Background: an optimization exercise with open tools, aiming at small area and a short achievable clock period. Do not read the settings as production practice.
RTL that was checked went through simulation tests only; none was proved equivalent to the original.

==> run a: inputs <==
==> flow/design.v (excerpt) <==
module Array_multiplier (
  input [31:0] dataa1,
  input [31:0] datab1,
  input [31:0] dataa2,
  input [31:0] datab2,
  input [31:0] dataa3,
  input [31:0] datab3,
  input clk, rst,
  output [63:0] adder_out1,
  output [63:0] adder_out2,
  output [63:0] adder_out3,
  output [63:0] adder_out4,
  output [63:0] adder_out5,
  output [63:0] adder_out6,
  output [63:0] adder_out7,
  output [63:0] adder_out8,
  output [63:0] adder_out9
);
==> module Array_multiplier, before the edit <==
module Array_multiplier (
  input [31:0] dataa1,
  input [31:0] datab1,
  input [31:0] dataa2,
  input [31:0] datab2,
  input [31:0] dataa3,
  input [31:0] datab3,
  input clk, rst,
  output [63:0] adder_out1,
  output [63:0] adder_out2,
  output [63:0] adder_out3,
  output [63:0] adder_out4,
  output [63:0] adder_out5,
  output [63:0] adder_out6,
  output [63:0] adder_out7,
  output [63:0] adder_out8,
  output [63:0] adder_out9
);
  wire [33:0] t1;
  times3 x1 (.a(dataa1), .t(t1));
  wire [33:0] t2;
  times3 x2 (.a(dataa2), .t(t2));
  wire [33:0] t3;
  times3 x3 (.a(dataa3), .t(t3));
  reg [65:0] a1_d1;   
  reg [65:0] a1_d2;   
  reg [65:0] a2_d1;   
  reg [65:0] a2_d2;   
  reg [65:0] a2_d3;   
  reg [65:0] a3_d1;   
  reg [65:0] a3_d2;   
  reg [65:0] a3_d3;   
  reg [65:0] a3_d4;   
  reg [31:0] b1_d1;   
  reg [31:0] b1_d2;   
  reg [31:0] b2_d1;   
  reg [31:0] b2_d2;   
  reg [31:0] b2_d3;   
  reg [31:0] b3_d1;   
  reg [31:0] b3_d2;   
  reg [31:0] b3_d3;   
  reg [31:0] b3_d4;   
  always @(posedge clk) begin
    a1_d1 <= {t1, dataa1};
    a1_d2 <= a1_d1;
    a2_d1 <= {t2, dataa2};
    a2_d2 <= a2_d1;
    a2_d3 <= a2_d2;
    a3_d1 <= {t3, dataa3};
    a3_d2 <= a3_d1;
    a3_d3 <= a3_d2;
    a3_d4 <= a3_d3;
  end
  always @(posedge clk or posedge rst)
    if (rst) begin
      b1_d1 <= 32'd0;
      b1_d2 <= 32'd0;
      b2_d1 <= 32'd0;
      b2_d2 <= 32'd0;
      b2_d3 <= 32'd0;
      b3_d1 <= 32'd0;
      b3_d2 <= 32'd0;
      b3_d3 <= 32'd0;
      b3_d4 <= 32'd0;
    end else begin
      b1_d1 <= datab1;
      b1_d2 <= b1_d1;
      b2_d1 <= datab2;
      b2_d2 <= b2_d1;
      b2_d3 <= b2_d2;
      b3_d1 <= datab3;
      b3_d2 <= b3_d1;
      b3_d3 <= b3_d2;
      b3_d4 <= b3_d3;
    end
  mac11 m11 (.clk(clk), .rst(rst), .a(dataa1), .b(datab1), .out(adder_out1));
  mac1 m12 (.clk(clk), .rst(rst), .a(a1_d1[31:0]), .t(a1_d1[65:32]), .b(b2_d1), .out(adder_out2));
  mac1 m13 (.clk(clk), .rst(rst), .a(a1_d2[31:0]), .t(a1_d2[65:32]), .b(b3_d2), .out(adder_out3));
  mac1 m21 (.clk(clk), .rst(rst), .a(a2_d1[31:0]), .t(a2_d1[65:32]), .b(b1_d1), .out(adder_out4));
  mac1 m22 (.clk(clk), .rst(rst), .a(a2_d2[31:0]), .t(a2_d2[65:32]), .b(b2_d2), .out(adder_out5));
  mac1 m23 (.clk(clk), .rst(rst), .a(a2_d3[31:0]), .t(a2_d3[65:32]), .b(b3_d3), .out(adder_out6));
  mac1 m31 (.clk(clk), .rst(rst), .a(a3_d2[31:0]), .t(a3_d2[65:32]), .b(b1_d2), .out(adder_out7));
  mac1 m32 (.clk(clk), .rst(rst), .a(a3_d3[31:0]), .t(a3_d3[65:32]), .b(b2_d3), .out(adder_out8));
  mac1 m33 (.clk(clk), .rst(rst), .a(a3_d4[31:0]), .t(a3_d4[65:32]), .b(b3_d4), .out(adder_out9));
endmodule
export LEC_CHECK = 0
export CAP_MARGIN = 20
export CORE_MARGIN = 2
export CORE_UTILIZATION = 45
export MIN_ROUTING_LAYER = met2
export SETUP_SLACK_MARGIN = 5
export SLEW_MARGIN = 20
export SYNTH_HIERARCHICAL = 1
create_clock -name core_clock -period 12.0 [get_ports {clk}]
standard.sh (not shown) runs the stock make flow with config.mk's settings and CLKGATE_MAP_FILE= SYNTH_SCRIPT=/design/flow/synth_recipe.tcl, a recipe that flattens the netlist after the stock synthesis.
==> flow/flow/run.sh <==
#!/bin/bash
set -euo pipefail
bash standard.sh SETUP_SLACK_MARGIN=7.8 finish > standard_flow.log 2>&1
==> run b: changes against run a <==
--- a/flow/design.v
+++ b/flow/design.v
@@ -5029,3 +5029,3 @@
   wire [33:0] t3;
-  times3 x3 (.a(dataa3), .t(t3));
+  times3 x3 (.a(a3_d1), .t(t3));
   reg [65:0] a1_d1;   
@@ -5035,3 +5035,3 @@
   reg [65:0] a2_d3;   
-  reg [65:0] a3_d1;   
+  reg [31:0] a3_d1;   
   reg [65:0] a3_d2;   
@@ -5054,4 +5054,4 @@
     a2_d3 <= a2_d2;
-    a3_d1 <= {t3, dataa3};
-    a3_d2 <= a3_d1;
+    a3_d1 <= dataa3;
+    a3_d2 <= {t3, a3_d1};
     a3_d3 <= a3_d2;
==> flow/flow/run.sh (replaced) <==
#!/bin/bash
set -euo pipefail
bash standard.sh SETUP_SLACK_MARGIN=7.8 \
  CTS_ARGS="-sink_clustering_enable -repair_clock_nets -dont_use_dummy_load -buf_list sky130_fd_sc_hd__clkbuf_8 -root_buf sky130_fd_sc_hd__clkbuf_16" \
  FASTROUTE_TCL="$(pwd)/flow/fastroute.tcl" \
  finish > standard_flow.log 2>&1
==> flow/flow/fastroute.tcl (new file) <==
# Global routing capacities: as the platform's fastroute.tcl, but with less of met1 given to
# global routing, so that fewer routes crowd the cell pins on met1 in detailed routing.
set_global_routing_layer_adjustment $::env(MIN_ROUTING_LAYER)-$::env(MAX_ROUTING_LAYER) 0.2
set_global_routing_layer_adjustment met1 0.6

set_routing_layers -clock $::env(MIN_CLK_ROUTING_LAYER)-$::env(MAX_ROUTING_LAYER)
set_routing_layers -signal $::env(MIN_ROUTING_LAYER)-$::env(MAX_ROUTING_LAYER)
Settings changed: CELL_PAD_IN_SITES_DETAIL_PLACEMENT set to 1, CELL_PAD_IN_SITES_GLOBAL_PLACEMENT set to 1, MIN_ROUTING_LAYER met2 to not set, SLEW_MARGIN 20 to 60.
==> summary.txt <==
- Between run b and run a, the lower synthesized area is in run b (gap about 0.25%, measured against run a).
- Run a never finished: it broke off in global routing (5_1_grt). Run b completed without violations.
- In synthesized cell count, run b and run a hardly differ.
Function not checked in run a: the RTL went through the layout flow alone.

==> inputs of job 1539 <==
Another version of the RTL of Array_multiplier (not shown whole).
==> flow/config.mk <==
export PLATFORM = sky130hd
export DESIGN_NAME = Array_multiplier
export DESIGN_NICKNAME = Array_multiplier
export VERILOG_FILES = /design/flow/design.v
export SDC_FILE = /design/flow/constraint.sdc
export NUM_CORES = 8
export LEC_CHECK = 0
export CAP_MARGIN = 20
export CORE_MARGIN = 2
export CORE_UTILIZATION = 50
export SETUP_SLACK_MARGIN = 5
export SLEW_MARGIN = 20
export SYNTH_HIERARCHICAL = 1
==> flow/constraint.sdc <==
create_clock -name core_clock -period 12.0 [get_ports {clk}]
set_input_delay 2.4000 -clock core_clock [delete_from_list [all_inputs] [get_ports {clk}]]
set_output_delay 2.4000 -clock core_clock [all_outputs]
set_load 0.01 [all_outputs]
==> flow/flow/run.sh <==
#!/bin/bash
set -euo pipefail
bash standard.sh SETUP_SLACK_MARGIN=8 finish > standard_flow.log 2>&1
==> job 8927: changes against job 1539 <==
CORE_UTILIZATION = 40   (was 50)
PLACE_DENSITY = 0.5   (was default)
==> run_results.csv <==
group,metric,value,unit
outcome,outcome,"complete, no violations",
routing,vias,264072,
grt,grt_pass1_vias,261074,
worst_setup_path,cp_max_fo,6,
place,hpwl,816.0,mm
clock_tree,cts_resized,3972,
Source of the figures above: job 1539

==> run_results.csv <==
group,metric,value,unit
routing,vias,264356,
clock_tree,cts_resized,4274,
floorplan,initial_utilization,40.13,%
worst_setup_path,cp_max_fo,3,
place,hpwl,879.8,mm
timing,relSlewSlack,9.269,%
outcome,outcome,"complete, no violations",
Source of the figures above: job 8927

## separate check: timing with driven ports
Ports are ideal in the flow. The routed layouts listed here were re-timed in OpenROAD.
Step 1: set_driving_cell puts a clkbuf_16 on clk and a buf_2 on each other input, an assumption about the parent block.
Step 2 moves the port delays by t, midway between the first and last clock arrival at a register: inputs arrive t later, outputs are due t later. That takes back most of the time a late clock gives input paths.
Three values: ideal, step 1, step 2; two values: the first two.
run	shift t [ns]	slack for setup (ns)	worst data-port slew with drivers (ns)
run b	1.333	7.474 / 7.381 / 6.292	0.47
job 1539	1.200	7.361 / 7.361 / 6.524	0.38
job 8927	1.223	7.239 / 7.239 / 6.523	0.51
After both steps every run listed still meets setup and hold. The setup slack of run b, which loses most, moves by -0.093 ns with the drivers and by -1.182 ns with both steps.
